Background: an optimization exercise with open tools, aiming at small area and a short achievable clock period. Do not read the settings as production practice.
Function was not checked in any run shown here: the RTL went through the layout flow alone.
No activity file was given, so power comes from the tool's default toggle rates.

===== flow/design.v =====
module arith_eg3_mod(
    input clk,
    input rst,
    input int a,
    input int b,
    input [1:0] sel,
    output int r
);
    localparam int K1 = 9;
    localparam int K2 = 28;
    localparam int RIPPLE_MAX = 4;    
    localparam int MID_STYLE = 1;     
    localparam int END_STYLE = 0;     
    logic        mul0, mul1, mul2;       
    logic        div0, div1, div2;       
    logic        inv0, inv1, inv2;       
    logic        nq0,  nq1,  nq2;        
    logic [31:0] ns0,  ns1,  ns2;        
    logic [31:0] y0,   y1,   y2;         
    logic [31:0] xr1,  xr2;              
    logic [31:0] qr1,  qr2;              
    wire  [2:0]        m_mul = {mul2, mul1, mul0};
    wire  [2:0]        m_div = {div2, div1, div0};
    wire  [2:0]        m_inv = {inv2, inv1, inv0};
    wire  [2:0][31:0]  nsrc  = {ns2, ns1, ns0};
    wire  [2:0][31:0]  y     = {y2, y1, y0};
    wire  [2:0][31:0]  xreg  = {xr2, xr1, 32'd0};
    wire  [31:0][31:0] xo;       
    wire  [31:0] qc;               
    wire        s_div = (sel == 2'd3);
    wire        s_mul = (sel == 2'd2);
    wire        s_inv = sel[0];
    wire [31:0] a_abs = a[31] ? -a : a;
    wire [31:0] b_abs = b[31] ? -b : b;
    assign mul0 = s_mul;
    assign div0 = s_div;
    assign inv0 = s_inv;
    assign nq0  = s_div & (a[31] ^ b[31]) & (b != 32'd0);
    assign ns0  = s_div ? a_abs : a;
    assign y0   = (s_div ? b_abs : b) ^ {32{s_inv}};
    for (genvar k = 0; k < 32; k++) begin : row
        localparam int S = (k < K1) ? 0 : (k < K2) ? 1 : 2;
        wire         nb = ~m_mul[S] & nsrc[S][31-k];
        wire [k:0]   xin;
        if (k == 0)                  assign xin = nb;
        else if (k == K1 || k == K2) assign xin = {xreg[S][k-1:0], nb};
        else                         assign xin = {xo[k-1][k-1:0], nb};
        wire [k:0]   s;
        wire         co;
        alu_row #(.W(k+1), .FAST(k >= RIPPLE_MAX), .STYLE(S == 1 ? MID_STYLE : END_STYLE)) add (.x(xin), .y(y[S][k:0]), .ci(m_inv[S]), .s(s), .co(co));
        wire hz;
        if (k == 31) assign hz = 1'b1;
        else         assign hz = &y[S][31:k+1];
        wire keep = m_mul[S] ? nsrc[S][31-k] : m_div[S] ? (co & hz) : (k == 31);
        assign qc[31-k] = keep;
        assign xo[k] = {{(31-k){1'b0}}, keep ? s : xin};
    end
    logic sd, sx;    
    always_ff @(posedge clk) begin
        mul1 <= mul0;
        div1 <= div0;
        inv1 <= inv0;
        nq1  <= nq0;
        ns1  <= ns0;
        y1   <= y0;
        xr1  <= xo[K1-1];
        qr1  <= qc;
        mul2 <= mul1;
        div2 <= div1;
        inv2 <= inv1;
        nq2  <= nq1;
        ns2  <= ns1;
        y2   <= y1;
        xr2  <= xo[K2-1];
        qr2  <= {qr1[31:32-K1], qc[31-K1:0]};
        if (rst) begin
            sd <= 1'b0;
            sx <= 1'b0;
        end else begin
            sd <= div1;
            sx <= ~div1;
        end
    end
    wire [31:0] q = {qr2[31:32-K2], qc[31-K2:0]};
    wire [30:0] qh_neg = -q[31:1];
    wire [31:0] qf = !nq2 ? q : q[0] ? {~q[31:1], 1'b1} : {qh_neg, 1'b0};
    assign r = ({32{sd}} & qf) | ({32{sx}} & xo[31]);
endmodule
module alu_row #(parameter int W = 8, parameter bit FAST = 1, parameter int STYLE = 0) (
    input  [W-1:0] x,
    input  [W-1:0] y,
    input          ci,
    output [W-1:0] s,
    output         co
);
    wire [W-1:0] p = x ^ y;
    wire [W:0]   c;
    assign c[0] = ci;
    if (!FAST || W < 3) begin : ripple
        for (genvar j = 0; j < W; j++) begin : bit_
            assign c[j+1] = p[j] ? c[j] : x[j];
        end
    end else if (STYLE == 1) begin : bk
        localparam int L = (W > 16) ? 5 : (W > 8) ? 4 : (W > 4) ? 3 : (W > 2) ? 2 : 1;
        localparam int NL = 2 * L - 1;
        wire [W-1:0] g [0:NL];
        wire [W-1:0] q [0:NL];
        assign g[0][0] = p[0] ? ci : x[0];
        assign q[0][0] = 1'b0;
        for (genvar j = 1; j < W; j++) begin : gp
            assign g[0][j] = x[j];
            assign q[0][j] = p[j];
        end
        for (genvar i = 0; i < NL; i++) begin : lev
            localparam int UP = (i < L);
            localparam int LL = UP ? i : (2 * L - 2 - i);
            for (genvar j = 0; j < W; j++) begin : node
                localparam bit DO = UP ? (((j + 1) % (1 << (LL + 1))) == 0)
                                       : ((((j + 1) % (1 << (LL + 1))) == (1 << LL)) && (j >= (1 << (LL + 1))));
                if (DO) begin : comb
                    localparam int J = j - (1 << LL);
                    assign g[i+1][j] = q[i][j] ? g[i][J] : g[i][j];
                    assign q[i+1][j] = q[i][j] & q[i][J];
                end else begin : pass
                    assign g[i+1][j] = g[i][j];
                    assign q[i+1][j] = q[i][j];
                end
            end
        end
        for (genvar j = 0; j < W; j++) begin : carry
            assign c[j+1] = g[NL][j];
        end
    end else begin : prefix
        localparam int L = (W > 16) ? 5 : (W > 8) ? 4 : (W > 4) ? 3 : (W > 2) ? 2 : 1;
        wire [W-1:0] g [0:L];
        wire [W-1:0] q [0:L];
        assign g[0][0] = p[0] ? ci : x[0];
        assign q[0][0] = 1'b0;
        for (genvar j = 1; j < W; j++) begin : gp
            assign g[0][j] = x[j];
            assign q[0][j] = p[j];
        end
        for (genvar l = 0; l < L; l++) begin : lev
            for (genvar j = 0; j < W; j++) begin : node
                if ((j >> l) & 1) begin : comb
                    localparam int J = ((j >> (l + 1)) << (l + 1)) + (1 << l) - 1;
                    assign g[l+1][j] = q[l][j] ? g[l][J] : g[l][j];
                    assign q[l+1][j] = q[l][j] & q[l][J];
                end else begin : pass
                    assign g[l+1][j] = g[l][j];
                    assign q[l+1][j] = q[l][j];
                end
            end
        end
        for (genvar j = 0; j < W; j++) begin : carry
            assign c[j+1] = g[L][j];
        end
    end
    assign s  = p ^ c[W-1:0];
    assign co = c[W];
endmodule

===== flow/config.mk =====
export PLATFORM = sky130hd
export DESIGN_NAME = arith_eg3_mod
export DESIGN_NICKNAME = arith_eg3_mod
export VERILOG_FILES = /design/flow/design.v
export SDC_FILE = /design/flow/constraint.sdc
export NUM_CORES = 4
export LEC_CHECK = 0
export ABC_AREA = 1
export CAP_MARGIN = 20
export CORE_MARGIN = 2
export CORE_UTILIZATION = 40
export SLEW_MARGIN = 72

===== flow/run.sh =====
#!/bin/bash
# synth_recipe.tcl (not shown) runs the flow's synth.tcl, then flattens the netlist and writes it again
# the make line also repeats each setting of config.mk as NAME=value (left out here)
make -C /OpenROAD-flow-scripts/flow DESIGN_CONFIG=/design/flow/config.mk WORK_HOME=/design/flow/orfs CLKGATE_MAP_FILE= SYNTH_SCRIPT=/design/flow/synth_recipe.tcl finish

===== flow/constraint.sdc =====
create_clock -name core_clock -period 75.0 [get_ports {clk}]
set_input_delay 15.0000 -clock core_clock [delete_from_list [all_inputs] [get_ports {clk}]]
set_output_delay 15.0000 -clock core_clock [all_outputs]
set_load 0.01 [all_outputs]

==> results of run 1 <==
-- metrics by stage --
step	std cells	hold slack, ns	util (%)	worst slack [ns]	area (µm²)
after global placement	8348	0.310	41.4	40.28	40500
after detailed placement	8357	0.313	41.9	40.85	41000
final	8390	0.328	42.7	41.17	41700
after CTS	8389	0.328	42.5	41.31	41600
after global routing	8390	0.332	42.7	39.14	41700
after floorplan	7095	0.310	-	44.50	39300
-- path summary, 6_finish.rpt --
kind,end,cells after the start,startpoint
worst max-delay path,xr1[3],113,b[0]
worst min-delay path,nq2,0,nq1
worst max register to register,xr2[12],275,y1[18]
worst min register to register,nq2,0,nq1
-- sequential cells by signal, indices dropped and copies added (netlist names), 4 cells and up --
signal,cells
ns1,23
xr1,9
ns2,4
y2,32
xr2,28
y1,32
qr2,28
qr1,9
-- routing by layer --
| layer | vias to the layer above | GRT usage (%) |
|---|---|---|
| met1 | 20100 | 35.8 |
| met2 | 1217 | 43.8 |
| li1 | 22500 | - |
| met5 | - | 0 |
| met4 | 0 | 8.68 |
| met3 | 202 | 3.34 |
-- layout make-up --
cell class | instances | area [µm²]
fill | 10800 | 56100
timing repair buffer | 169 | 1580
tap | 1287 | 1610
clock buffer | 17 | 425
inverter | 830 | 3180
multi-input combinational | 5897 | 31200
clock inverter | 15 | 184
sequential | 175 | 3530
-- placed cells by master (no fill, tap or decap), types with 71 or more instances in the layout --
| cell | instances |
|---|---|
| o21ai_1 | 113 |
| xnor2_1 | 164 |
| a21oi_1 | 141 |
| xor2_1 | 293 |
| nor2_1 | 467 |
| inv_1 | 733 |
| o21ai_0 | 278 |
| nor2_2 | 81 |
| nand3_1 | 722 |
| clkdlybuf4s50_1 | 95 |
| dfxtp_1 | 160 |
| nand3_2 | 71 |
| nand2_2 | 573 |
| nand2_1 | 2314 |
-- power breakdown --
group | switching, mW | total [mW] | internal [mW]
Combinational | 0.809 | 1.24 | 0.433
Clock | 0.0543 | 0.0999 | 0.0456
Sequential | 0.0199 | 0.129 | 0.109
-- critical path: cells and delay by family --
kind            cells  cell delay (ns)
simple gates       68             9.87
compound gates     20             3.32
xor+xnor           11             2.41
fa+ha+maj           6             2.31
buf+inv             8             1.23
-- logic make-up after synthesis --
| group | count (synthesis) |
|---|---|
| AO/OA/AOI/OAI | 798 |
| adder cells (fa/ha/maj) | 14 |
| multiplexers | 6 |
| flip-flops | 175 |
| buffers and inverters | 1023 |
| AND/OR/NAND/NOR | 4616 |
| XOR/XNOR | 463 |
==> reports/results.txt, run 1 <==
clock skew: 0.0235 ns
number of hold buffers added after cts: 0
Synth Net Count: 7,166
Longest Clk Path Bufs: 2
fraction of synthesized area in multiplexers: 0.153%
largest family of logic cells by synthesized area: simple AND/OR/NAND/NOR gates
port bufs: 99
All-Layer GR Usage: 26.6%
number of synthesized flops with an enable pin: 0
Worst-Skew Late Latency: 0.52 ns
RSZ-0062 raised after global routing: false
post-synthesis cell area: 0.0393 mm²
Seq/Total Area, Yosys: 8.91%
antenna cells: 0
synth top area cells: nand2_1 22%, nand3_1 9.2%, dfxtp_1 8.9%
post-cts resize count: 0
Synth Area in XOR/XNOR: 10.3%
max-slew violations: 0
DR WL/cell: 16.5 µm
setup TNS: 0 ns
H-tree lvl count: 4
CTS tree: yes
CTS root buf: clkbuf_16
Core Box Area: 0.0978 mm²
Initial DRC Count: 3,546
number of global-route vias before repair: 39,500
FMAX: 0.0296 GHz
largest net degree at the start of global routing: 59
total power: 1.47 mW
Synth Area in Compound Gates: 12.0%
vias after detailed routing: 44,000
slowest CP cell: or4_1
cell accounting for the most synthesized area: nand2_1
Initial Utilization: 40.2%
critical path's most frequent cell: nand2_1
clock sink total: 175
Synth Register Bits: 175
Rows: 115
Post-Synth Simple-Gate Area: 55.4%
crit path max fanout: 21
minimum clock period: 33.83 ns
top cell type's share of synthesized area: 22.2%
Syn Area/Cell: 5.54 µm²
top_reg_cell synth: dfxtp_1
Die X: 318 µm
Area growth, synth to finish: 6.16%
WL met3: 8.24 mm
Final Wtd Congestion: 0.937
synth cell count leaders: 2,329 x nand2_1, 745 x inv_1, 722 x nand3_1, 559 x nand2_2, 470 x nor2_1
Distinct cells, synth: 88
class of the most critical setup path: in2reg
die height: 318 µm
DRC violations left: 0
R2R Setup Slk: 42.98 ns
Hold Fails Final Rpt: 0
worst path required time: 75.40 ns
Worst Hold Class: reg2reg
postcts setup bufs: 0
ratio of cells with drive above 1 in the final layout: 17.2%
initial antenna violation count: 6
Max-cap violations: 0
relative slew slack: 69.7%
Finish-stage setup viols: 0
Worst path max stage delay: 0.43 ns
Top Metal Used: met4
Tcrit/Tclk final: 45.1%
ys async rst share: 0%
Post-layout nets: 7,161
first-pass GRT wire length: 216 mm
DRT met1 WL: 63.5 mm
Peak supply drop: 0.0000208 V
P_leak: 21.8 nW
synthesized-area fraction occupied by adder cells: 0.375%
HPWL after detailed placement: 109 mm
Worst-Margin Slew: 0.451 ns
Die ar.: 0.101 mm²
Met2 Routed Length: 62.0 mm
worst path arrival time: 34.23 ns
CTS buffer count: 17
Critical Path Start Type: input pin
drt total wl: 138 mm
grt ovf: 0
register clock-pin slew on the reported worst setup and hold paths: 0.09 ns
DRT antenna net count: 0
most frequent cell after synthesis: nand2_1
vias per cell: 5.25
endpoint type of the worst setup path: register
DRT Pass-1 Iters: 8
YS warnings: 29
# IOs: 100
Cells after Synth: 7,095
run status: no timing/DRC/antenna violations
pwr dens: 35.2 mW/mm²
==> run 2: changes to the inputs <==
--- a/flow/design.v
+++ b/flow/design.v
@@ -32,6 +32,17 @@
     wire        s_inv = sel[0];
     wire [31:0] a_abs = a[31] ? -a : a;
     wire [31:0] b_abs = b[31] ? -b : b;
+    wire [31:0] b_ones, b_zero, b_low;
+    assign b_ones[31] = 1'b1;
+    assign b_zero[31] = 1'b1;
+    assign b_low[0]   = b[0];
+    for (genvar j = 30; j >= 0; j--) begin : bsuf
+        assign b_ones[j] = b_ones[j+1] & b[j+1];
+        assign b_zero[j] = b_zero[j+1] & ~b[j+1];
+    end
+    for (genvar j = 1; j < 32; j++) begin : bpre
+        assign b_low[j] = b_low[j-1] | b[j];
+    end
     assign mul0 = s_mul;
     assign div0 = s_div;
     assign inv0 = s_inv;
@@ -49,8 +60,9 @@
         wire         co;
         alu_row #(.W(k+1), .FAST(k >= RIPPLE_MAX), .STYLE(S == 1 ? MID_STYLE : END_STYLE)) add (.x(xin), .y(y[S][k:0]), .ci(m_inv[S]), .s(s), .co(co));
         wire hz;
-        if (k == 31) assign hz = 1'b1;
-        else         assign hz = &y[S][31:k+1];
+        if (k == 31)     assign hz = 1'b1;
+        else if (S == 0) assign hz = b[31] ? (b_ones[k] & b_low[k]) : b_zero[k];
+        else             assign hz = &y[S][31:k+1];
         wire keep = m_mul[S] ? nsrc[S][31-k] : m_div[S] ? (co & hz) : (k == 31);
         assign qc[31-k] = keep;
         assign xo[k] = {{(31-k){1'b0}}, keep ? s : xin};
==> reports/results.txt, run 2 <==
Finish-stage setup viols: 0 (unchanged)
H-tree lvl count: 4 (unchanged)
Core Box Area: 0.0983 mm² (+0.44%)
ys async rst share: 0% (unchanged)
top cell type's share of synthesized area: 21.6% (-0.63 points)
Area growth, synth to finish: 5.96%
commonest cells after routing, fill and taps aside: 2,273 x nand2_1, 745 x inv_1, 693 x nand3_1
Peak supply drop: 0.0000164 V (-21%)
Initial Utilization: 40.4% (+0.18 points)
run status: no timing/DRC/antenna violations
Logic pwr share: 85.1% (+0.7 points)
DRT antenna net count: 0 (unchanged)
hold depth: 0 (unchanged)
Die ar.: 0.102 mm² (+0.87%)
Longest Clk Path Bufs: 2 (unchanged)
class of the most critical setup path: reg2reg
R2R Path Start: y1[21]
Hold Startpoint: nq1
top_reg_cell synth: dfxtp_1
die height: 319 µm (+0.43%)
most common cell after layout, fill and taps aside: nand2_1
Largest regs: y1: 32 flops, y2: 32 flops
WHS Endpoint: nq2
Worst-Skew Late Latency: 0.48 ns (-0.04 ns)
synth top area cells: nand2_1 22%, dfxtp_1 8.8%, nand3_1 8.8%
Synth Register Bits: 175 (unchanged)
R2R Path End: xr2[0]
# IOs: 100 (unchanged)
Fill cells: 10,700 (-0.26%)
most frequent cell after synthesis: nand2_1
instance area at placement: 0.0413 mm² (+0.74%)
Distinct cells, synth: 87 (-1.1%)
worst path arrival time: 33.14 ns (-1.09 ns)
pwr dens: 36.0 mW/mm² (+2.0%)
Hold Fails Final Rpt: 0 (unchanged)
Worst Hold Class: reg2reg
YS warnings: 29 (unchanged)
Cell Int Power: 607 µW (+3.2%)
register clock-pin slew on the reported worst setup and hold paths: 0.08 ns (about the same)
Cells after Synth: 7,121 (+0.37%)
post-cts resize count: 0 (unchanged)
DRT Pass-1 Iters: 6 (-2)
Sequential Power Share: 8.7% (about the same)
grt ovf: 0 (unchanged)
Die X: 319 µm (+0.43%)
setup TNS: 0 ns (unchanged)
Worst-Margin Slew: 0.449 ns (-0.00185 ns)
post-synthesis cell area: 0.0397 mm² (+0.88%)
CTS tree: yes
clock skew: 0.0249 ns (+0.00142 ns)
Critical Path Start Type: register
slowest CP cell: o21ai_1
relative slew slack: 69.8% (about the same)
clock sink total: 175 (unchanged)
Seq/Total Area, Yosys: 8.83% (-0.078 points)
R2R Setup Slk: 42.23 ns (-0.75 ns)
ratio of cells with drive above 1 in the final layout: 17.6% (+0.43 points)
Clk pwr share: 6.2% (-0.6 points)
Tcrit/Tclk final: 43.7% (-1.4 points)
Place WS: 42.37 ns (+1.52 ns)
first-pass GRT wire length: 214 mm (-0.55%)
critical path's most frequent cell: nand2_2
P_sw: 905 µW (+2.4%)
vias after detailed routing: 43,900 (-0.24%)
HPWL after detailed placement: 107 mm (-1.8%)
R2R cell count: 265 (-3.6%)
Syn Area/Cell: 5.57 µm² (+0.51%)
crit path max fanout: 49 (+130%)
worst path required time: 75.38 ns (-0.02 ns)
P_leak: 21.9 nW (+0.65%)
largest net degree at the start of global routing: 62 (+5.1%)
final instance area: 0.0420 mm² (+0.70%)
number of global-route vias before repair: 39,500 (-0.018%)
vias per cell: 5.22 (-0.43%)
cell accounting for the most synthesized area: nand2_1
Worst path max stage delay: 0.46 ns (+0.03 ns)
max-slew violations: 0 (unchanged)
RSZ-0062 raised after global routing: false
DRC violations left: 0 (unchanged)
Initial DRC Count: 3,901 (+10%)
initial antenna violation count: 13 (+7)
DR WL/cell: 16.2 µm (-1.6%)
drt total wl: 136 mm (-1.4%)
number of hold buffers added after cts: 0 (unchanged)
FMAX: 0.0305 GHz (+3.2%)
minimum clock period: 32.77 ns (-1.06 ns)
postcts setup bufs: 0 (unchanged)
All-Layer GR Usage: 26.1% (-0.45 points)
Post-layout nets: 7,177 (+0.22%)
port bufs: 99 (unchanged)
Max-cap violations: 0 (unchanged)
CTS buffer count: 17 (unchanged)
CTS root buf: clkbuf_16
Final Wtd Congestion: 0.926 (-1.2%)
number of synthesized flops with an enable pin: 0 (unchanged)
Switching Fraction: 59.8% (-0.20 points)
Synth Net Count: 7,193 (+0.38%)
synth cell count leaders: 2,283 x nand2_1, 755 x inv_1, 694 x nand3_1, 549 x nand2_2, 459 x nor2_1
endpoint type of the worst setup path: register
final worst setup slack: 42.23 ns (+1.06 ns)
Rows: 115 (unchanged)
## run 2: critical path: cells and delay by family (launching register included)
family                 cells  cell delay (ns)
AOI/OAI and AO/OA          6             1.88
buffers and inverters     15             2.65
DFF                        1             0.31
and+or+nand+nor          244            27.48
## run 2: cell families (layout without fill, tap and decap cells)
kind of cell / count (synthesis) / count (layout) / synth area share, %
adders and majority gates: 8 / 8 / 0.227
DFF: 175 / 175 / 8.83
xor gates and xnor gates: 462 / 462 / 10.2
buffers and inverters: 1061 / 1058 / 13.1
AOI/OAI and AO/OA: 862 / 862 / 13.0
and+or+nand+nor: 4551 / 4551 / 54.6
muxes: 2 / 2 / 0.0505
other: 0 / 1 / 0
## run 2: layout make-up
class                      instances  area, µm²  area share (%)
timing repair buffer             165       1520            3.61
inverter                         861       3300            7.85
multi-input combinational       5885      31500            74.9
clock buffer                      17        425            1.01
sequential                       175       3530            8.40
clock inverter                    15        180           0.429
antenna                            1       2.50         0.00595
tap                             1287       1610            3.83
## run 2: worst max path at each step
stage	cells past startpoint	slack [ns]	to	from
final	265	42.23	xr2[0]	y1[21]
after global placement	268	40.44	xr2[0]	y1[18]
after floorplan	108	46.67	xr1[1]	a[1]
after CTS	271	42.24	xr2[0]	y1[21]
after detailed placement	271	42.37	xr2[0]	y1[21]
after global routing	274	38.85	xr2[0]	y1[21]
## run 2: stage by stage
stage	hold slack (ns)	power, mW	std cells	util, %
floorplan	0.310	1.14	7121	-
global placement	0.313	1.38	8359	41.5
detailed placement	0.315	1.40	8371	42.0
CTS	0.331	1.50	8403	42.7
global route	0.345	1.68	8405	42.8
finish	0.331	1.51	8406	42.8
## run 2: power groups by stage
stage	Combinational (mW)	Clock [mW]	Sequential, mW
finish	1.29	0.0937	0.131
detailed placement	1.27	0	0.133
CTS	1.27	0.0947	0.131
global route	1.45	0.0992	0.133
floorplan	1.02	0	0.122
global placement	1.25	0	0.132
## run 2: metal layers
| layer | share of wire (%) | vias up | GRT usage, % |
|---|---|---|---|
| met5 | 0 | - | 0 |
| met4 | 2.8 | 0 | 7.09 |
| met3 | 6.8 | 210 | 2.88 |
| met2 | 45 | 1240 | 44.0 |
| met1 | 45 | 19900 | 35.1 |
| li1 | - | 22600 | - |
==> run 3: changes to the inputs <==
--- a/flow/design.v
+++ b/flow/design.v
@@ -6,7 +6,7 @@
     input [1:0] sel,
     output int r
 );
-    localparam int K1 = 9;
+    localparam int K1 = 10;
     localparam int K2 = 28;
     localparam int RIPPLE_MAX = 4;    
     localparam int MID_STYLE = 1;     
==> reports/results.txt, run 3 <==
Die X: 324 µm (+1.6%)
cell count along the critical path: 126 (-52%)
met3 Use GR: 2.67% (-0.21 points)
total power: 1.54 mW (+1.6%)
Synth Register Bits: 176 (+0.57%)
worst path arrival time: 34.28 ns (+1.14 ns)
CTS tree: yes
R2R cell count: 264 (-0.38%)
clock skew: 0.0241 ns (-0.000790 ns)
Non-Filler Instances: 8,497 (+1.1%)
postcts setup bufs: 0 (unchanged)
RSZ-0062 raised after global routing: false
Distinct cells, synth: 101 (+16%)
clock sink total: 176 (+0.57%)
Crit path buffers/inverters: 11 (-4)
number of synthesized flops with an enable pin: 0 (unchanged)
crit path max fanout: 18 (-63%)
critical path's most frequent cell: nand2_1
worst path required time: 75.35 ns (-0.03 ns)
H-tree lvl count: 4 (unchanged)
HPWL after detailed placement: 108 mm (+1.0%)
hold_ws: 0.331 ns (-0.000159 ns)
Worst-Margin Slew: 0.461 ns (+0.0119 ns)
minimum clock period: 33.94 ns (+1.17 ns)
endpoint type of the worst setup path: register
synth top area cells: nand2_1 20%, nand2_2 9.1%, dfxtp_1 8.6%
Largest regs: y1: 32 flops, y2: 32 flops
Worst path max stage delay: 0.47 ns (about the same)
initial antenna violation count: 11 (-2)
All-Layer GR Usage: 25.3% (-0.80 points)
port bufs: 99 (unchanged)
most frequent cell after synthesis: nand2_1
Cells after Synth: 7,128 (+0.098%)
number of global-route vias before repair: 39,300 (-0.53%)
vias after detailed routing: 43,500 (-0.88%)
most common cell after layout, fill and taps aside: nand2_1
YS warnings: 29 (unchanged)
FMAX: 0.0295 GHz (-3.5%)
Placed Cells incl. Taps: 8,457 (+1.0%)
vias per cell: 5.12 (-1.9%)
P_leak: 22.6 nW (+3.1%)
Peak supply drop: 0.0000254 V (+55%)
top cell type's share of synthesized area: 20.1% (-1.5 points)
class of the most critical setup path: in2reg
CTS root buf: clkbuf_16
first-pass GRT wire length: 211 mm (-1.3%)
pwr dens: 35.6 mW/mm² (-1.1%)
Post-layout nets: 7,186 (+0.13%)
# IOs: 100 (unchanged)
Core Box Area: 0.102 mm² (+3.4%)
ratio of cells with drive above 1 in the final layout: 19.9% (+2.3 points)
number of hold buffers added after cts: 0 (unchanged)
Rows: 117 (+1.7%)
Initial Utilization: 40.3% (-0.077 points)
CTS buffer count: 17 (unchanged)
grt ovf: 0 (unchanged)
Final Wtd Congestion: 0.928 (+0.19%)
top_reg_cell synth: dfxtp_1
max-slew violations: 0 (unchanged)
ys async rst share: 0% (unchanged)
largest net degree at the start of global routing: 54 (-13%)
hold depth: 0 (unchanged)
Seq/Total Area, Yosys: 8.61% (-0.22 points)
DRC violations left: 0 (unchanged)
DRT Pass-1 Iters: 6 (unchanged)
relative slew slack: 69.1% (-0.61 points)
GRT met2 Usage: 43.2% (-0.79 points)
Max-cap violations: 0 (unchanged)
Critical Path Start Type: input pin
DR WL/cell: 15.9 µm (-1.7%)
run status: no timing/DRC/antenna violations
register clock-pin slew on the reported worst setup and hold paths: 0.08 ns (about the same)
Die ar.: 0.105 mm² (+3.1%)
Hold Fails Final Rpt: 0 (unchanged)
slowest CP cell: clkdlybuf4s50_1
synth cell count leaders: 2,196 x nand2_1, 752 x inv_1, 659 x nand3_1, 597 x nand2_2, 457 x nor2_1
GR Layer Usage met1: 34.1% (-1.1 points)
Longest Clk Path Bufs: 2 (unchanged)
drt total wl: 135 mm (-0.68%)
Finish-stage setup viols: 0 (unchanged)
cell accounting for the most synthesized area: nand2_1
Worst Hold Class: reg2reg
post-synthesis cell area: 0.0409 mm² (+3.2%)
Place WS: 40.66 ns (-1.72 ns)
die height: 324 µm (+1.6%)
Area growth, synth to finish: 5.46%
final worst setup slack: 41.06 ns (-1.17 ns)
Worst path top cell family by delay: simple AND/OR/NAND/NOR gates
post-cts resize count: 0 (unchanged)
commonest cells after routing, fill and taps aside: 2,181 x nand2_1, 740 x inv_1, 659 x nand3_1
Syn Area/Cell: 5.74 µm² (+3.1%)
Fill cells: 11,100 (+3.0%)
Initial DRC Count: 3,466 (-11%)
Synth Net Count: 7,200 (+0.097%)
Tcrit/Tclk final: 45.2% (+1.6 points)
DRT antenna net count: 0 (unchanged)
Worst-Skew Late Latency: 0.47 ns (about the same)
GR peak layer: met2
setup TNS: 0 ns (unchanged)
[run 3: changes by cell type after synthesis, moves of 21 or more]
cell / previous run / this run
nand2_1: 2283 / 2196
nand3_2: 77 / 101
o21ai_1: 59 / 38
nand3_1: 694 / 659
a21oi_1: 140 / 165
nand2_4: 88 / 130
nand2_2: 549 / 597
o21ai_0: 371 / 350
[run 3: where the power goes]
| part | total [mW] | switching, mW | internal (mW) |
|---|---|---|---|
| sequential | 0.130 | 0.0194 | 0.111 |
| combinational | 1.31 | 0.850 | 0.463 |
| clock | 0.0928 | 0.0479 | 0.0448 |
[run 3: area by class of cell]
type	count	area, µm²	share of cell area, %
Antenna cell	2	5.00	0.0116
Clock buffer	18	429	0.994
Clock inverter	14	161	0.374
Inverter	875	3420	7.91
Multi-Input combinational cell	5871	32300	74.7
Sequential cell	176	3540	8.20
Tap cell	1368	1710	3.97
Timing Repair Buffer	173	1640	3.79
[run 3: per-stage QoR]
stage	util (%)	instance area, µm²
6_report	42.5	43200
5_1_grt	42.5	43200
4_1_cts	42.3	43000
3_5_place_dp	41.8	42400
3_3_place_gp	41.3	42000
2_1_floorplan	-	40900
[run 3: layer usage]
layer / share of wire (%) / routed length [µm] / vias to the layer above
li1: - / - / 22600
met1: 46 / 62800 / 19800
met2: 46 / 62000 / 987
met3: 5.3 / 7140 / 164
met4: 2.4 / 3260 / 2
met5: 0.0096 / 13 / -
[run 3: logic make-up (layout without fill, tap and decap cells)]
logic type	Yosys count	count (layout)	share of synthesized area [%]
DFF	176	176	8.61
xor gates and xnor gates	477	477	10.2
and+or+nand+nor	4535	4535	54.6
adders and majority gates	15	15	0.391
buffers and inverters	1081	1080	13.5
muxes	6	6	0.159
other	0	2	0
AOI/OAI and AO/OA	838	838	12.6
[run 3: worst reg2reg max path: cells and delay by family, from the launching register on]
family | cells | cell delay [ns]
buffers and inverters | 11 | 2.35
flip-flops | 1 | 0.31
AND/OR/NAND/NOR | 251 | 27.70
AO/OA/AOI/OAI | 2 | 0.71
[run 3: final timing paths]
path / start / to / slack (ns)
setup / recovery: a[1] / xr1[0] / 41.06
setup reg to reg: y1[2] / xr2[1] / 43.82
hold reg to reg: nq1 / nq2 / 0.33
hold / removal: nq1 / nq2 / 0.33
==> run 4: changes to the inputs <==
--- a/flow/design.v
+++ b/flow/design.v
@@ -6,7 +6,7 @@
     input [1:0] sel,
     output int r
 );
-    localparam int K1 = 10;
+    localparam int K1 = 9;
     localparam int K2 = 28;
     localparam int RIPPLE_MAX = 4;    
     localparam int MID_STYLE = 1;     
--- a/flow/config.mk
+++ b/flow/config.mk
@@ -9,4 +9,4 @@
 export CAP_MARGIN = 20
 export CORE_MARGIN = 2
 export CORE_UTILIZATION = 40
-export SLEW_MARGIN = 72
+export SLEW_MARGIN = 75
==> reports/results.txt, run 4 <==
Largest regs: y1: 32 flops, y2: 32 flops
Final Wtd Congestion: 0.926 (-0.19%)
RSZ-0062 raised after global routing: false
class of the most critical setup path: reg2reg
Initial DRC Count: 3,711 (+7.1%)
YS warnings: 29 (unchanged)
clock sink total: 175 (-0.57%)
relative slew slack: 72.3% (+3.1 points)
Worst path max stage delay: 0.37 ns (-0.10 ns)
CTS buffer count: 17 (unchanged)
Placed Cells incl. Taps: 8,379 (-0.92%)
run status: no timing/DRC/antenna violations
largest net degree at the start of global routing: 62 (+15%)
Peak supply drop: 0.0000158 V (-38%)
worst path required time: 75.37 ns (+0.02 ns)
first-pass GRT wire length: 214 mm (+1.0%)
WHS Endpoint: ns2[2]
Worst Hold Class: reg2reg
Max-cap violations: 0 (unchanged)
Seq/Total Area, Yosys: 8.83% (+0.22 points)
post-cts resize count: 0 (unchanged)
minimum clock period: 32.48 ns (-1.45 ns)
Longest Clk Path Bufs: 2 (unchanged)
Synth Register Bits: 175 (-0.57%)
number of synthesized flops with an enable pin: 0 (unchanged)
port bufs: 99 (unchanged)
CTS tree: yes
vias per cell: 5.21 (+1.8%)
Core Box Area: 0.0983 mm² (-3.3%)
post-synthesis cell area: 0.0397 mm² (-3.1%)
critical path's most frequent cell: nand2_2
synth cell count leaders: 2,283 x nand2_1, 755 x inv_1, 694 x nand3_1, 549 x nand2_2, 459 x nor2_1
R2R Setup Slk: 42.52 ns (-1.30 ns)
slowest CP cell: o21ai_2
hold depth: 0 (unchanged)
grt ovf: 0 (unchanged)
DRT antenna net count: 0 (unchanged)
Rows: 115 (-1.7%)
HPWL after detailed placement: 108 mm (-0.58%)
register clock-pin slew on the reported worst setup and hold paths: 0.09 ns (about the same)
P_leak: 22.1 nW (-2.3%)
worst path arrival time: 32.86 ns (-1.42 ns)
pwr dens: 35.9 mW/mm² (+0.79%)
number of global-route vias before repair: 39,300 (+0.025%)
DRT Pass-1 Iters: 6 (unchanged)
most frequent cell after synthesis: nand2_1
postcts setup bufs: 0 (unchanged)
# IOs: 100 (unchanged)
Cells after Synth: 7,121 (-0.098%)
Syn Area/Cell: 5.57 µm² (-3.0%)
register area: 0.00354 mm² (unchanged)
Finish-stage setup viols: 0 (unchanged)
CTS root buf: clkbuf_16
top cell type's share of synthesized area: 21.6% (+1.5 points)
ratio of cells with drive above 1 in the final layout: 18.2% (-1.7 points)
vias after detailed routing: 43,900 (+0.82%)
Worst-Skew Late Latency: 0.47 ns (about the same)
Multi-input gate area: 0.0316 mm² (-1.9%)
Fill cells: 10,700 (-3.1%)
H-tree lvl count: 4 (unchanged)
clock skew: 0.0285 ns (+0.00440 ns)
number of hold buffers added after cts: 0 (unchanged)
Critical Path Start Type: register
setup TNS: 0 ns (unchanged)
cell accounting for the most synthesized area: nand2_1
antenna cells: 0 (-2)
Non-Filler Instances: 8,416 (-0.95%)
die height: 319 µm (-1.5%)
Distinct cells, synth: 87 (-14%)
Synth Net Count: 7,193 (-0.097%)
top_reg_cell synth: dfxtp_1
Hold Startpoint: ns1[2]
Die ar.: 0.102 mm² (-3.0%)
R2R cell count: 272 (+3.0%)
most common cell after layout, fill and taps aside: nand2_1
Worst path top cell family by delay: simple AND/OR/NAND/NOR gates
max-slew violations: 0 (unchanged)
Die X: 319 µm (-1.5%)
ys async rst share: 0% (unchanged)
R2R Path End: xr2[0]
crit path max fanout: 49 (+31)
R2R Path Start: y1[21]
endpoint type of the worst setup path: register
FMAX: 0.0308 GHz (+4.5%)
commonest cells after routing, fill and taps aside: 2,270 x nand2_1, 743 x inv_1, 693 x nand3_1
Initial Utilization: 40.4% (+0.077 points)
DR WL/cell: 16.2 µm (+1.8%)
Area growth, synth to finish: 6.89%
All-Layer GR Usage: 26.0% (+0.71 points)
synth top area cells: nand2_1 22%, dfxtp_1 8.8%, nand3_1 8.8%
initial antenna violation count: 14 (+3)
Hold Fails Final Rpt: 0 (unchanged)
drt total wl: 136 mm (+0.87%)
Worst-Margin Slew: 0.412 ns (-0.0490 ns)
Crit path buffers/inverters: 15 (+4)
DRC violations left: 0 (unchanged)
Tcrit/Tclk final: 43.3% (-1.9 points)
Post-layout nets: 7,188 (+0.028%)
## run 4: cell count changes after synthesis, sizes merged, moves of 9 or more
cell    previous run  this run
o21ai            467       496
clkbuf           112       102
xor2             309       290
a31oi             35        45
a21oi            180       153
nand2           2933      2924
or2               78        92
## run 4: layout make-up
| cell class | count | area share [%] |
|---|---|---|
| multi-input combinational | 5885 | 74.6 |
| sequential | 175 | 8.35 |
| inverter | 861 | 7.79 |
| timing repair buffer | 176 | 3.95 |
| tap | 1287 | 3.80 |
| clock buffer | 17 | 1.00 |
| clock inverter | 15 | 0.469 |
## run 4: where the power goes
part           internal [mW]  total, mW  leakage (nW)  switching [mW]
Combinational          0.456       1.29          20.3           0.838
Sequential             0.110      0.132          1.47          0.0214
Clock                 0.0461     0.0952         0.301          0.0491
Total                  0.612       1.52          22.1           0.908
## run 4: worst max-delay path by stage
| stage | startpoint | endpoint | slack, ns | cells past startpoint |
|---|---|---|---|---|
| after CTS | y1[21] | xr2[0] | 42.63 | 272 |
| final | y1[21] | xr2[0] | 42.52 | 272 |
| after global placement | y1[18] | xr2[0] | 40.44 | 268 |
| after floorplan | a[1] | xr1[1] | 46.67 | 108 |
| after detailed placement | a[1] | xr1[1] | 42.37 | 108 |
| after global routing | y1[21] | xr2[19] | 39.16 | 271 |
## run 4: worst reg2reg max path: cells and delay by family, from the launching register on
family / cells / cell delay, ns
buffers and inverters: 15 / 2.60
AO/OA/AOI/OAI: 5 / 1.67
flip-flops: 1 / 0.31
AND/OR/NAND/NOR: 252 / 27.83
## run 4: layer usage
metal  track usage (%)  vias to the layer above  share of wire (%)
met5                 0                        -                  0
met1              35.5                    19900                 46
met2              44.0                     1135                 45
met3              2.04                      184                5.9
li1                  -                    22700                  -
met4              6.55                        0                2.8
## run 4: stage by stage
stage          worst slack, ns  cell area (µm²)  util (%)  power, mW  hold slack [ns]
6_report                 42.52            42400      43.1       1.52            0.328
5_1_grt                  39.16            42400      43.1       1.69            0.345
4_1_cts                  42.63            42200      42.9       1.51            0.329
3_5_place_dp             42.37            41600      42.3       1.41            0.312
3_3_place_gp             40.44            40800      41.5       1.38            0.313
2_1_floorplan            46.67            39700         -       1.14            0.310
## run 4: cell families (layout without fill, tap and decap cells)
kind of cell               count (synthesis)  after routing  share of synthesized area, %
and+or+nand+nor                         4551           4551                          54.6
AOI/OAI and AO/OA                        862            862                          13.0
adders and majority gates                  8              8                         0.227
DFF                                      175            175                          8.83
xor gates and xnor gates                 462            462                          10.2
buffers and inverters                   1061           1069                          13.1
muxes                                      2              2                        0.0505
==> run 5: changes to the inputs <==
--- a/flow/config.mk
+++ b/flow/config.mk
@@ -9,4 +9,4 @@
 export CAP_MARGIN = 20
 export CORE_MARGIN = 2
 export CORE_UTILIZATION = 40
-export SLEW_MARGIN = 75
+export SLEW_MARGIN = 68
==> reports/results.txt, run 5 <==
run status: no timing/DRC/antenna violations
vias per cell: 5.21 (about the same)
port bufs: 99 (unchanged)
Switching Fraction: 59.9% (+0.11 points)
die height: 319 µm (unchanged)
max-slew violations: 0 (unchanged)
Cells after Synth: 7,121 (unchanged)
register clock-pin slew on the reported worst setup and hold paths: 0.08 ns (about the same)
Worst-Margin Slew: 0.482 ns (+0.0706 ns)
number of synthesized flops with an enable pin: 0 (unchanged)
Distinct cells, synth: 87 (unchanged)
first-pass GRT wire length: 214 mm (about the same)
Max-cap violations: 0 (unchanged)
worst path arrival time: 33.59 ns (+0.73 ns)
RSZ-0062 raised after global routing: false
R2R Path End: xr2[1]
final worst setup slack: 41.79 ns (-0.727 ns)
crit path max fanout: 49 (unchanged)
Fill cells: 10,800 (+0.74%)
Hold Fails Final Rpt: 0 (unchanged)
initial antenna violation count: 13 (-1)
vias after detailed routing: 43,800 (-0.21%)
Sequential Power Share: 8.7% (about the same)
endpoint type of the worst setup path: register
Die X: 319 µm (unchanged)
Cell Int Power: 603 µW (-1.4%)
H-tree lvl count: 4 (unchanged)
Die ar.: 0.102 mm² (unchanged)
post-cts resize count: 0 (unchanged)
most common cell after layout, fill and taps aside: nand2_1
All-Layer GR Usage: 26.1% (+0.039 points)
# IOs: 100 (unchanged)
R2R cell count: 268 (-1.5%)
top cell type's share of synthesized area: 21.6% (unchanged)
critical path's most frequent cell: nand2_2
WHS Endpoint: ns2[1]
Clk pwr share: 6.2% (about the same)
ratio of cells with drive above 1 in the final layout: 17.2% (-1.0 points)
Final Wtd Congestion: 0.926 (unchanged)
Seq/Total Area, Yosys: 8.83% (unchanged)
Synth Net Count: 7,193 (unchanged)
Initial DRC Count: 3,708 (-0.081%)
hold_ws: 0.331 ns (+0.00253 ns)
Worst-Skew Late Latency: 0.48 ns (about the same)
commonest cells after routing, fill and taps aside: 2,274 x nand2_1, 745 x inv_1, 694 x nand3_1
clock skew: 0.0273 ns (-0.00118 ns)
CTS root buf: clkbuf_16
CTS tree: yes
R2R Path Start: y1[14]
class of the most critical setup path: reg2reg
R2R Setup Slk: 41.79 ns (-0.73 ns)
number of hold buffers added after cts: 0 (unchanged)
Finish-stage setup viols: 0 (unchanged)
DRT antenna net count: 0 (unchanged)
Logic pwr share: 85.1% (about the same)
Hold Startpoint: ns1[1]
Peak supply drop: 0.0000156 V (-1.4%)
DRT Pass-1 Iters: 6 (unchanged)
YS warnings: 29 (unchanged)
number of global-route vias before repair: 39,300 (-0.056%)
Worst path max stage delay: 0.43 ns (+0.06 ns)
setup TNS: 0 ns (unchanged)
Rows: 115 (unchanged)
Syn Area/Cell: 5.57 µm² (unchanged)
Largest regs: y1: 32 flops, y2: 32 flops
P_leak: 21.8 nW (-1.1%)
Critical Path Start Type: register
minimum clock period: 33.21 ns (+0.727 ns)
Initial Utilization: 40.4% (unchanged)
DRC violations left: 0 (unchanged)
cell accounting for the most synthesized area: nand2_1
Core Box Area: 0.0983 mm² (unchanged)
Area growth, synth to finish: 5.32%
Tcrit/Tclk final: 44.3% (+0.97 points)
HPWL after detailed placement: 107 mm (-0.46%)
relative slew slack: 67.5% (-4.8 points)
post-synthesis cell area: 0.0397 mm² (unchanged)
Synth Register Bits: 175 (unchanged)
Post-layout nets: 7,171 (-0.24%)
hold depth: 0 (unchanged)
total power: 1.50 mW (-1.1%)
Placed Cells incl. Taps: 8,365 (-0.17%)
drt total wl: 136 mm (about the same)
DR WL/cell: 16.2 µm (+0.16%)
postcts setup bufs: 0 (unchanged)
CTS buffer count: 17 (unchanged)
most frequent cell after synthesis: nand2_1
ys async rst share: 0% (unchanged)
top_reg_cell synth: dfxtp_1
synth cell count leaders: 2,283 x nand2_1, 755 x inv_1, 694 x nand3_1, 549 x nand2_2, 459 x nor2_1
Worst Hold Class: reg2reg
clock sink total: 175 (unchanged)
Place WS: 42.12 ns (-0.242 ns)
FMAX: 0.0301 GHz (-2.2%)
worst path required time: 75.38 ns (about the same)
pwr dens: 36.0 mW/mm² (+0.33%)
Longest Clk Path Bufs: 2 (unchanged)
antenna cells: 0 (unchanged)
P_sw: 900 µW (-0.96%)
Non-Filler Instances: 8,399 (-0.20%)
synth top area cells: nand2_1 22%, dfxtp_1 8.8%, nand3_1 8.8%
largest net degree at the start of global routing: 62 (unchanged)
grt ovf: 0 (unchanged)
slowest CP cell: o21ai_1
[run 5: changes by cell type in the layout (fill, tap and decap cells not counted), moves of 10 or more]
| cell | change |
|---|---|
| o21ai_2 | -13 |
| o21ai_1 | -48 |
| o21ai_0 | +62 |
| buf_4 | +11 |
| dfxtp_2 | -10 |
| dfxtp_1 | +12 |
| buf_2 | -11 |
[run 5: worst max-delay path by stage]
stage,from,end,slack (ns)
global placement,y1[18],xr2[0],40.44
floorplan,a[1],xr1[1],46.67
finish,y1[14],xr2[1],41.79
detailed placement,a[1],xr1[1],42.12
CTS,y1[14],xr2[0],42.04
global route,y1[14],xr2[0],38.51
[run 5: layout make-up]
type | count | area (µm²) | area share, %
multi-input cells | 5885 | 31300 | 74.9
flip-flops and latches | 175 | 3520 | 8.43
inverters | 861 | 3290 | 7.86
well taps | 1287 | 1610 | 3.85
repair buffers | 159 | 1470 | 3.52
clock buffers | 17 | 425 | 1.02
clock inverters | 15 | 183 | 0.437
[run 5: kinds of logic (layout without fill, tap and decap cells)]
kind of cell | Yosys count | after routing | synth area share [%]
AOI/OAI and AO/OA | 862 | 862 | 13.0
xor gates and xnor gates | 462 | 462 | 10.2
adders and majority gates | 8 | 8 | 0.227
buffers and inverters | 1061 | 1052 | 13.1
DFF | 175 | 175 | 8.83
muxes | 2 | 2 | 0.0505
and+or+nand+nor | 4551 | 4551 | 54.6
[run 5: power groups by stage]
stage	clock (mW)	sequential, mW	combinational [mW]
after CTS	0.0949	0.131	1.27
after floorplan	0	0.122	1.02
after global placement	0	0.132	1.25
after global routing	0.0989	0.132	1.44
final	0.0937	0.131	1.28
after detailed placement	0	0.133	1.26
[run 5: through the flow]
step                      util (%)  cell area (µm²)
after CTS                     42.4            41700
after global routing          42.5            41800
after global placement        41.5            40800
final                         42.5            41800
after floorplan                  -            39700
after detailed placement      41.8            41100
[run 5: worst max-delay path: cells and delay by family (launching register included)]
family,cells,cell delay [ns]
AOI/OAI and AO/OA,6,1.91
buffers and inverters,20,3.13
DFF,1,0.34
and+or+nand+nor,242,27.46
[run 5: metal layers]
layer / vias to the layer above / track usage (%) / routed length (µm)
met5: - / 0 / 0
met3: 185 / 2.73 / 8640
met4: 0 / 6.39 / 3450
met1: 19800 / 35.3 / 62000
met2: 1175 / 44.0 / 62100
li1: 22600 / - / -
==> run 6: changes to the inputs <==
--- a/flow/design.v
+++ b/flow/design.v
@@ -9,8 +9,7 @@
     localparam int K1 = 9;
     localparam int K2 = 28;
     localparam int RIPPLE_MAX = 4;    
-    localparam int MID_STYLE = 1;     
-    localparam int END_STYLE = 0;     
+    localparam int STYLE = 1;         
     logic        mul0, mul1, mul2;       
     logic        div0, div1, div2;       
     logic        inv0, inv1, inv2;       
@@ -32,17 +31,6 @@
     wire        s_inv = sel[0];
     wire [31:0] a_abs = a[31] ? -a : a;
     wire [31:0] b_abs = b[31] ? -b : b;
-    wire [31:0] b_ones, b_zero, b_low;
-    assign b_ones[31] = 1'b1;
-    assign b_zero[31] = 1'b1;
-    assign b_low[0]   = b[0];
-    for (genvar j = 30; j >= 0; j--) begin : bsuf
-        assign b_ones[j] = b_ones[j+1] & b[j+1];
-        assign b_zero[j] = b_zero[j+1] & ~b[j+1];
-    end
-    for (genvar j = 1; j < 32; j++) begin : bpre
-        assign b_low[j] = b_low[j-1] | b[j];
-    end
     assign mul0 = s_mul;
     assign div0 = s_div;
     assign inv0 = s_inv;
@@ -58,11 +46,10 @@
         else                         assign xin = {xo[k-1][k-1:0], nb};
         wire [k:0]   s;
         wire         co;
-        alu_row #(.W(k+1), .FAST(k >= RIPPLE_MAX), .STYLE(S == 1 ? MID_STYLE : END_STYLE)) add (.x(xin), .y(y[S][k:0]), .ci(m_inv[S]), .s(s), .co(co));
+        alu_row #(.W(k+1), .FAST(k >= RIPPLE_MAX), .STYLE(STYLE)) add (.x(xin), .y(y[S][k:0]), .ci(m_inv[S]), .s(s), .co(co));
         wire hz;
-        if (k == 31)     assign hz = 1'b1;
-        else if (S == 0) assign hz = b[31] ? (b_ones[k] & b_low[k]) : b_zero[k];
-        else             assign hz = &y[S][31:k+1];
+        if (k == 31) assign hz = 1'b1;
+        else         assign hz = &y[S][31:k+1];
         wire keep = m_mul[S] ? nsrc[S][31-k] : m_div[S] ? (co & hz) : (k == 31);
         assign qc[31-k] = keep;
         assign xo[k] = {{(31-k){1'b0}}, keep ? s : xin};
@@ -94,8 +81,7 @@
         end
     end
     wire [31:0] q = {qr2[31:32-K2], qc[31-K2:0]};
-    wire [30:0] qh_neg = -q[31:1];
-    wire [31:0] qf = !nq2 ? q : q[0] ? {~q[31:1], 1'b1} : {qh_neg, 1'b0};
+    wire [31:0] qf = nq2 ? -q : q;
     assign r = ({32{sd}} & qf) | ({32{sx}} & xo[31]);
 endmodule
 module alu_row #(parameter int W = 8, parameter bit FAST = 1, parameter int STYLE = 0) (
@@ -110,8 +96,11 @@
     assign c[0] = ci;
     if (!FAST || W < 3) begin : ripple
         for (genvar j = 0; j < W; j++) begin : bit_
-            assign c[j+1] = p[j] ? c[j] : x[j];
+            assign c[j+1] = (x[j] & y[j]) | (c[j] & p[j]);
         end
+    end else if (STYLE == 2) begin : plain
+        wire [W:0] t = {1'b0, x} + {1'b0, y} + {{W{1'b0}}, ci};
+        assign c[W:1] = t[W:1] ^ {1'b0, p[W-1:1]};
     end else if (STYLE == 1) begin : bk
         localparam int L = (W > 16) ? 5 : (W > 8) ? 4 : (W > 4) ? 3 : (W > 2) ? 2 : 1;
         localparam int NL = 2 * L - 1;
@@ -146,17 +135,17 @@
         localparam int L = (W > 16) ? 5 : (W > 8) ? 4 : (W > 4) ? 3 : (W > 2) ? 2 : 1;
         wire [W-1:0] g [0:L];
         wire [W-1:0] q [0:L];
-        assign g[0][0] = p[0] ? ci : x[0];
+        assign g[0][0] = (x[0] & y[0]) | (ci & p[0]);
         assign q[0][0] = 1'b0;
         for (genvar j = 1; j < W; j++) begin : gp
-            assign g[0][j] = x[j];
+            assign g[0][j] = x[j] & y[j];
             assign q[0][j] = p[j];
         end
         for (genvar l = 0; l < L; l++) begin : lev
             for (genvar j = 0; j < W; j++) begin : node
                 if ((j >> l) & 1) begin : comb
                     localparam int J = ((j >> (l + 1)) << (l + 1)) + (1 << l) - 1;
-                    assign g[l+1][j] = q[l][j] ? g[l][J] : g[l][j];
+                    assign g[l+1][j] = g[l][j] | (q[l][j] & g[l][J]);
                     assign q[l+1][j] = q[l][j] & q[l][J];
                 end else begin : pass
                     assign g[l+1][j] = g[l][j];
--- a/flow/config.mk
+++ b/flow/config.mk
@@ -9,4 +9,4 @@
 export CAP_MARGIN = 20
 export CORE_MARGIN = 2
 export CORE_UTILIZATION = 40
-export SLEW_MARGIN = 68
+export SLEW_MARGIN = 72
==> reports/results.txt, run 6 <==
DRT antenna net count: 0 (unchanged)
first-pass GRT wire length: 206 mm (-3.5%)
Peak supply drop: 0.0000201 V (+29%)
grt ovf: 0 (unchanged)
R2R Path End: xr2[0]
R2R Setup Slk: 41.33 ns (-0.46 ns)
run status: no timing/DRC/antenna violations
Worst path max stage delay: 0.56 ns (+0.13 ns)
setup TNS: 0 ns (unchanged)
synth cell count leaders: 2,550 x nand2_1, 786 x nand3_1, 762 x inv_1, 441 x nor2_1, 333 x o21ai_0
register area: 0.00352 mm² (about the same)
Syn Area/Cell: 5.37 µm² (-3.6%)
slowest CP cell: clkdlybuf4s50_1
most frequent cell after synthesis: nand2_1
hold depth: 0 (unchanged)
number of synthesized flops with an enable pin: 0 (unchanged)
top cell type's share of synthesized area: 25.5% (+3.9 points)
max-slew violations: 0 (unchanged)
die height: 310 µm (-2.7%)
FMAX: 0.0279 GHz (-7.4%)
crit path max fanout: 51 (+4.1%)
worst path required time: 60.00 ns (-15.38 ns)
Worst-Skew Late Latency: 0.47 ns (about the same)
post-cts resize count: 0 (unchanged)
critical path's most frequent cell: nand2_1
port bufs: 99 (unchanged)
Finish-stage setup viols: 0 (unchanged)
H-tree lvl count: 4 (unchanged)
RSZ-0062 raised after global routing: false
Fill cells: 10,300 (-4.9%)
Seq/Total Area, Yosys: 9.33% (+0.50 points)
R2R cell count: 278 (+3.7%)
Tcrit/Tclk final: 47.8% (+3.5 points)
Cells after Synth: 6,991 (-1.8%)
top_reg_cell synth: dfxtp_1
Initial Utilization: 40.3% (-0.074 points)
DRT Pass-1 Iters: 6 (unchanged)
Hold Fails Final Rpt: 0 (unchanged)
Synth Register Bits: 175 (unchanged)
number of hold buffers added after cts: 0 (unchanged)
WHS Endpoint: ns2[0]
DR WL/cell: 15.9 µm (-2.1%)
number of global-route vias before repair: 38,500 (-2.1%)
vias after detailed routing: 42,900 (-2.0%)
Initial DRC Count: 3,341 (-9.9%)
CTS root buf: clkbuf_16
ratio of cells with drive above 1 in the final layout: 12.7% (-4.4 points)
Largest regs: y1: 32 flops, y2: 32 flops
total power: 1.27 mW (-15%)
initial antenna violation count: 10 (-3)
most common cell after layout, fill and taps aside: nand2_1
P_leak: 21.6 nW (-1.2%)
Critical Path Start Type: register
Multi-input gate area: 0.0297 mm² (-5.1%)
Worst-Margin Slew: 0.440 ns (-0.0428 ns)
CTS tree: yes
minimum clock period: 35.87 ns (+2.66 ns)
ys async rst share: 0% (unchanged)
Max-cap violations: 0 (unchanged)
postcts setup bufs: 0 (unchanged)
endpoint type of the worst setup path: primary output
relative slew slack: 70.6% (+3.1 points)
CTS buffer count: 17 (unchanged)
commonest cells after routing, fill and taps aside: 2,538 x nand2_1, 786 x nand3_1, 752 x inv_1
class of the most critical setup path: reg2out
clock skew: 0.0304 ns (+0.00302 ns)
Area growth, synth to finish: 6.81%
Rows: 112 (-2.6%)
All-Layer GR Usage: 26.9% (+0.84 points)
synth top area cells: nand2_1 25%, nand3_1 10%, dfxtp_1 9.3%
clock sink total: 175 (unchanged)
Worst Hold Class: reg2reg
Die ar.: 0.0963 mm² (-5.3%)
vias per cell: 5.20 (-0.29%)
DRC violations left: 0 (unchanged)
Final Wtd Congestion: 0.961 (+3.8%)
# IOs: 100 (unchanged)
register clock-pin slew on the reported worst setup and hold paths: 0.07 ns (about the same)
R2R Path Start: y1[2]
worst path arrival time: 20.87 ns (-12.72 ns)
largest net degree at the start of global routing: 52 (-16%)
Post-layout nets: 7,062 (-1.5%)
Hold Startpoint: ns1[0]
post-synthesis cell area: 0.0375 mm² (-5.3%)
Die X: 310 µm (-2.7%)
pwr dens: 31.8 mW/mm² (-12%)
HPWL after detailed placement: 105 mm (-2.0%)
YS warnings: 29 (unchanged)
Synth Net Count: 7,068 (-1.7%)
Distinct cells, synth: 83 (-4.6%)
cell accounting for the most synthesized area: nand2_1
Core Box Area: 0.0932 mm² (-5.2%)
Finished Core Util: 43.0% (+0.52 points)
drt total wl: 131 mm (-3.8%)
Longest Clk Path Bufs: 2 (unchanged)
==> run 6: changes by cell type after synthesis, moves of 17 or more <==
cell      before   now
buf_2          6    25
inv_2         72    43
nand2_1     2283  2550
nand2_2      549   331
nand2_4       88    52
nand3_1      694   786
nand3_2       77    45
nor2_1       459   441
nor2_2        71    50
o211ai_1      34    16
o21ai_0      371   333
o21ai_2       64    41
xnor2_1      172   136
xor2_1       290   273
==> run 6: worst max-delay path, delay by kind of cell (launching register included) <==
family	cells	cell delay (ns)
buffers and inverters	16	2.62
and+or+nand+nor	45	5.42
adders and majority gates	6	1.89
DFF	1	0.31
AOI/OAI and AO/OA	51	10.08
==> run 6: power by group <==
part           internal [mW]  switching [mW]
sequential             0.108          0.0184
clock                 0.0486          0.0465
combinational          0.373           0.680
total                  0.530           0.745
==> run 6: layout make-up <==
type / count / share of cell area, %
diodes: 3 / 0.0187
repair buffers: 170 / 3.83
well taps: 1254 / 3.91
inverters: 831 / 7.89
clock buffers: 18 / 1.10
flip-flops and latches: 175 / 8.78
multi-input cells: 5790 / 74.0
clock inverters: 13 / 0.427
==> run 6: kinds of logic (layout without fill, tap and decap cells) <==
group                      after synthesis  in the layout  share of synthesized area (%)
and+or+nand+nor                       4604           4604                           55.7
AOI/OAI and AO/OA                      754            754                           11.8
other                                    0              3                              0
muxes                                    5              5                          0.133
buffers and inverters                 1026           1032                           12.9
DFF                                    175            175                           9.33
adders and majority gates               18             18                          0.660
xor gates and xnor gates               409            409                           9.54
==> run 6: how the worst max path moves through the flow <==
stage	cells after the start	slack [ns]	start	endpoint
global placement	116	37.54	ns2[3]	r[28]
CTS	117	38.46	ns2[3]	r[28]
finish	118	39.13	ns2[3]	r[28]
global route	118	36.60	y2[0]	r[28]
floorplan	114	43.03	y2[0]	r[28]
detailed placement	117	39.02	ns2[3]	r[28]
==> run 6: per-layer routing <==
layer  GRT usage (%)  share of wire, %  vias up
li1                -                 -    22200
met5               0                 0        -
met3            2.12               5.6      176
met4            7.55               2.9        0
met1            36.0                46    19400
met2            46.1                46     1096
==> run 6: stage by stage <==
| step | hold slack (ns) | instance area (µm²) | setup WS, ns | instances |
|---|---|---|---|---|
| finish | 0.330 | 40100 | 39.13 | 8254 |
| detailed placement | 0.312 | 39400 | 39.02 | 8219 |
| global placement | 0.311 | 38900 | 37.54 | 8206 |
| floorplan | 0.310 | 37500 | 43.03 | 6991 |
| global route | 0.333 | 40100 | 36.60 | 8253 |
| CTS | 0.329 | 40000 | 38.46 | 8250 |
==> run 7: changes to the inputs <==
--- a/flow/design.v
+++ b/flow/design.v
@@ -6,10 +6,10 @@
     input [1:0] sel,
     output int r
 );
-    localparam int K1 = 9;
-    localparam int K2 = 28;
+    localparam int K1 = 11;
+    localparam int K2 = 25;
     localparam int RIPPLE_MAX = 4;    
-    localparam int STYLE = 1;         
+    localparam int STYLE = 2;         
     logic        mul0, mul1, mul2;       
     logic        div0, div1, div2;       
     logic        inv0, inv1, inv2;       
@@ -106,10 +106,10 @@
         localparam int NL = 2 * L - 1;
         wire [W-1:0] g [0:NL];
         wire [W-1:0] q [0:NL];
-        assign g[0][0] = p[0] ? ci : x[0];
+        assign g[0][0] = (x[0] & y[0]) | (ci & p[0]);
         assign q[0][0] = 1'b0;
         for (genvar j = 1; j < W; j++) begin : gp
-            assign g[0][j] = x[j];
+            assign g[0][j] = x[j] & y[j];
             assign q[0][j] = p[j];
         end
         for (genvar i = 0; i < NL; i++) begin : lev
@@ -120,7 +120,7 @@
                                        : ((((j + 1) % (1 << (LL + 1))) == (1 << LL)) && (j >= (1 << (LL + 1))));
                 if (DO) begin : comb
                     localparam int J = j - (1 << LL);
-                    assign g[i+1][j] = q[i][j] ? g[i][J] : g[i][j];
+                    assign g[i+1][j] = g[i][j] | (q[i][j] & g[i][J]);
                     assign q[i+1][j] = q[i][j] & q[i][J];
                 end else begin : pass
                     assign g[i+1][j] = g[i][j];
==> reports/results.txt, run 7 <==
run status: no timing/DRC/antenna violations
Area growth, synth to finish: 9.01%
Cells after Synth: 6,211 (-11%)
All-Layer GR Usage: 27.8% (+0.92 points)
setup TNS: 0 ns (unchanged)
relative slew slack: 68.5% (-2.1 points)
P_leak: 20.7 nW (-4.0%)
top cell type's share of synthesized area: 17.6% (-7.9 points)
Final Wtd Congestion: 0.977 (+1.6%)
Worst-Margin Slew: 0.468 ns (+0.0285 ns)
ys async rst share: 0% (unchanged)
Die X: 312 µm (+0.50%)
Post-layout nets: 6,887 (-2.5%)
minimum clock period: 36.82 ns (+0.949 ns)
port bufs: 99 (unchanged)
YS warnings: 1 (-97%)
max-slew violations: 0 (unchanged)
slowest CP cell: clkdlybuf4s50_1
R2R Setup Slk: 41.01 ns (-0.32 ns)
Initial DRC Count: 3,251 (-2.7%)
Die ar.: 0.0973 mm² (+1.0%)
Hold Fails Final Rpt: 0 (unchanged)
instance area at placement: 0.0406 mm² (+3.2%)
Syn Area/Cell: 6.11 µm² (+14%)
postcts setup bufs: 0 (unchanged)
Worst Hold Class: reg2reg
Sequential Power Share: 7.7% (-2.2 points)
worst path required time: 60.00 ns (about the same)
Distinct cells, synth: 78 (-6.0%)
CTS buffer count: 17 (unchanged)
post-synthesis cell area: 0.0379 mm² (+1.0%)
number of synthesized flops with an enable pin: 0 (unchanged)
Critical Path Start Type: register
post-cts resize count: 0 (unchanged)
Rows: 112 (unchanged)
Seq/Total Area, Yosys: 9.18% (-0.15 points)
synth top area cells: nand2_1 18%, ha_1 16%, dfxtp_1 9.2%
FMAX: 0.0272 GHz (-2.6%)
Switching Fraction: 57.5% (-0.96 points)
Logic pwr share: 87.0% (+4.4 points)
Cell Int Power: 748 µW (+41%)
DR WL/cell: 18.3 µm (+15%)
HPWL after detailed placement: 112 mm (+6.2%)
CTS root buf: clkbuf_16
crit path max fanout: 50 (-2.0%)
final instance area: 0.0414 mm² (+3.1%)
H-tree lvl count: 4 (unchanged)
critical path's most frequent cell: nand2_1
clock skew: 0.0153 ns (-0.0151 ns)
pwr dens: 42.5 mW/mm² (+34%)
ratio of cells with drive above 1 in the final layout: 6.16% (-6.6 points)
most common cell after layout, fill and taps aside: nand2_1
Longest Clk Path Bufs: 2 (unchanged)
number of hold buffers added after cts: 0 (unchanged)
vias after detailed routing: 40,900 (-4.6%)
Peak supply drop: 0.0000209 V (+3.7%)
Worst path max stage delay: 0.53 ns (-0.03 ns)
synth cell count leaders: 1,774 x nand2_1, 643 x inv_1, 531 x a21oi_1, 495 x ha_1, 441 x nand3_1
top_reg_cell synth: dfxtp_1
antenna cells: 0 (-3)
class of the most critical setup path: reg2out
RSZ-0062 raised after global routing: false
clock sink total: 174 (-0.57%)
cell accounting for the most synthesized area: nand2_1
Synth Net Count: 6,829 (-3.4%)
first-pass GRT wire length: 216 mm (+4.7%)
DRC violations left: 0 (unchanged)
largest net degree at the start of global routing: 51 (-1.9%)
worst path arrival time: 21.82 ns (+0.95 ns)
Largest regs: y1: 32 flops, y2: 32 flops
hold_ws: 0.320 ns (-0.00979 ns)
Initial Utilization: 40.5% (+0.23 points)
initial antenna violation count: 5 (-5)
Worst-Skew Late Latency: 0.49 ns (+0.02 ns)
Finished Core Util: 44.2% (+1.1 points)
number of global-route vias before repair: 38,700 (+0.63%)
register clock-pin slew on the reported worst setup and hold paths: 0.07 ns (about the same)
most frequent cell after synthesis: nand2_1
vias per cell: 5.43 (+4.4%)
Tcrit/Tclk final: 49.1% (+1.3 points)
endpoint type of the worst setup path: primary output
grt ovf: 0 (unchanged)
Clk pwr share: 5.3% (-2.2 points)
DRT Pass-1 Iters: 6 (unchanged)
die height: 312 µm (+0.50%)
Core Box Area: 0.0936 mm² (+0.45%)
commonest cells after routing, fill and taps aside: 1,771 x nand2_1, 628 x inv_1, 528 x a21oi_1
Synth Register Bits: 174 (-0.57%)
# IOs: 100 (unchanged)
Max-cap violations: 0 (unchanged)
CTS tree: yes
Finish-stage setup viols: 0 (unchanged)
drt total wl: 138 mm (+5.3%)
DRT antenna net count: 0 (unchanged)
P_sw: 1.01 mW (+36%)
[run 7: changes by cell type in the layout (fill, tap and decap cells not counted), moves of 35 or more]
cell,before,now
a21oi_1,133,528
dfxtp_1,162,127
fa_1,6,55
ha_1,3,495
inv_1,752,628
nand2_1,2538,1771
nand2_2,342,26
nand2_4,43,4
nand3_1,786,441
nor2_1,438,393
nor2_2,53,9
o21ai_1,120,161
o21bai_1,3,39
xnor2_1,133,192
[run 7: power groups by stage]
stage	clock (mW)	combinational [mW]	sequential [mW]
finish	0.0930	1.53	0.136
detailed placement	0	1.50	0.138
global placement	0	1.49	0.137
floorplan	0	1.15	0.124
global route	0.0979	1.73	0.136
CTS	0.0947	1.51	0.136
[run 7: metrics by stage]
| step | setup slack, ns | power [mW] | std cells |
|---|---|---|---|
| 2_1_floorplan | 42.48 | 1.28 | 6211 |
| 3_3_place_gp | 36.74 | 1.63 | 7494 |
| 3_5_place_dp | 38.72 | 1.64 | 7501 |
| 4_1_cts | 38.10 | 1.74 | 7533 |
| 5_1_grt | 36.18 | 1.96 | 7536 |
| 6_report | 38.18 | 1.76 | 7536 |
[run 7: final cells by class]
class                           instances  area (µm²)
Clock buffer                           17         425
Clock inverter                         15         169
Fill cell                           10200       52300
Inverter                              678        2600
Multi-Input combinational cell       5243       31500
Sequential cell                       174        3570
Tap cell                             1254        1570
Timing Repair Buffer                  155        1490
[run 7: critical path, delay by kind of cell, from the launching register on]
kind	cells	cell delay (ns)
AND/OR/NAND/NOR	69	7.52
buffers and inverters	20	3.93
AO/OA/AOI/OAI	37	6.22
adder cells (fa/ha/maj)	9	2.87
XOR/XNOR	1	0.14
flip-flops	1	0.52
[run 7: kinds of logic (layout without fill, tap and decap cells)]
| group | Yosys count | after routing | share of synthesized area [%] |
|---|---|---|---|
| AO/OA/AOI/OAI | 1238 | 1238 | 18.3 |
| XOR/XNOR | 468 | 468 | 11.2 |
| adder cells (fa/ha/maj) | 550 | 550 | 19.2 |
| buffers and inverters | 794 | 865 | 8.34 |
| flip-flops | 174 | 174 | 9.18 |
| AND/OR/NAND/NOR | 2987 | 2987 | 33.8 |
[run 7: final timing paths]
check / start / to / depth (start not counted)
worst max-delay path: inv2 / r[30] / 136
worst min-delay path: qr1[21] / qr2[21] / 0
worst max register to register: mul1 / xr2[23] / 208
worst min register to register: qr1[21] / qr2[21] / 0
[run 7: per-layer routing]
layer | routed length [µm] | global-route usage (%)
met3 | 8440 | 3.72
met4 | 5360 | 10.1
met5 | 0 | 0
met1 | 63800 | 37.8
met2 | 60300 | 44.9

static timing again, ports no longer ideal:
The results above use ideal ports. As a check the final layouts listed here were re-extracted and re-timed, cells and wires unchanged.
Step 1 (the two cells are an assumption about what drives the block):
set clk [get_ports {clk}]
set_driving_cell -lib_cell sky130_fd_sc_hd__clkbuf_16 $clk
set_driving_cell -lib_cell sky130_fd_sc_hd__buf_2 [delete_from_list [all_inputs] $clk]
Step 2 also shifts input and output timing later by t, the mid clock arrival at the registers, as if the neighbouring blocks saw the same clock.
Slacks: ideal ports / drivers / drivers and shift; pairs: ideal ports / drivers.
run	shift t [ns]	setup slack, ns	worst setup path after step 2	clock arrival spread, ns	pins driven straight from the clock port
run 1	0.569	41.175 / 41.218 / 40.649	input to register	0.025 / 0.024	1
run 2	0.531	42.234 / 42.234 / 42.234	register to register	0.026 / 0.026	1
run 3	0.530	41.063 / 41.102 / 40.571	input to register	0.029 / 0.029	1
run 4	0.520	42.516 / 42.516 / 42.469	input to register	0.029 / 0.029	1
run 5	0.521	41.789 / 41.789 / 41.789	register to register	0.028 / 0.028	1
run 6	0.510	39.133 / 39.079 / 39.589	register to output	0.031 / 0.031	1
run 7	0.551	38.183 / 38.116 / 38.667	register to output	0.017 / 0.018	1
After both steps every run listed still meets setup and hold. For run 1, which loses most, drivers alone change the setup slack by +0.043 ns; drivers and shift together by -0.526 ns.
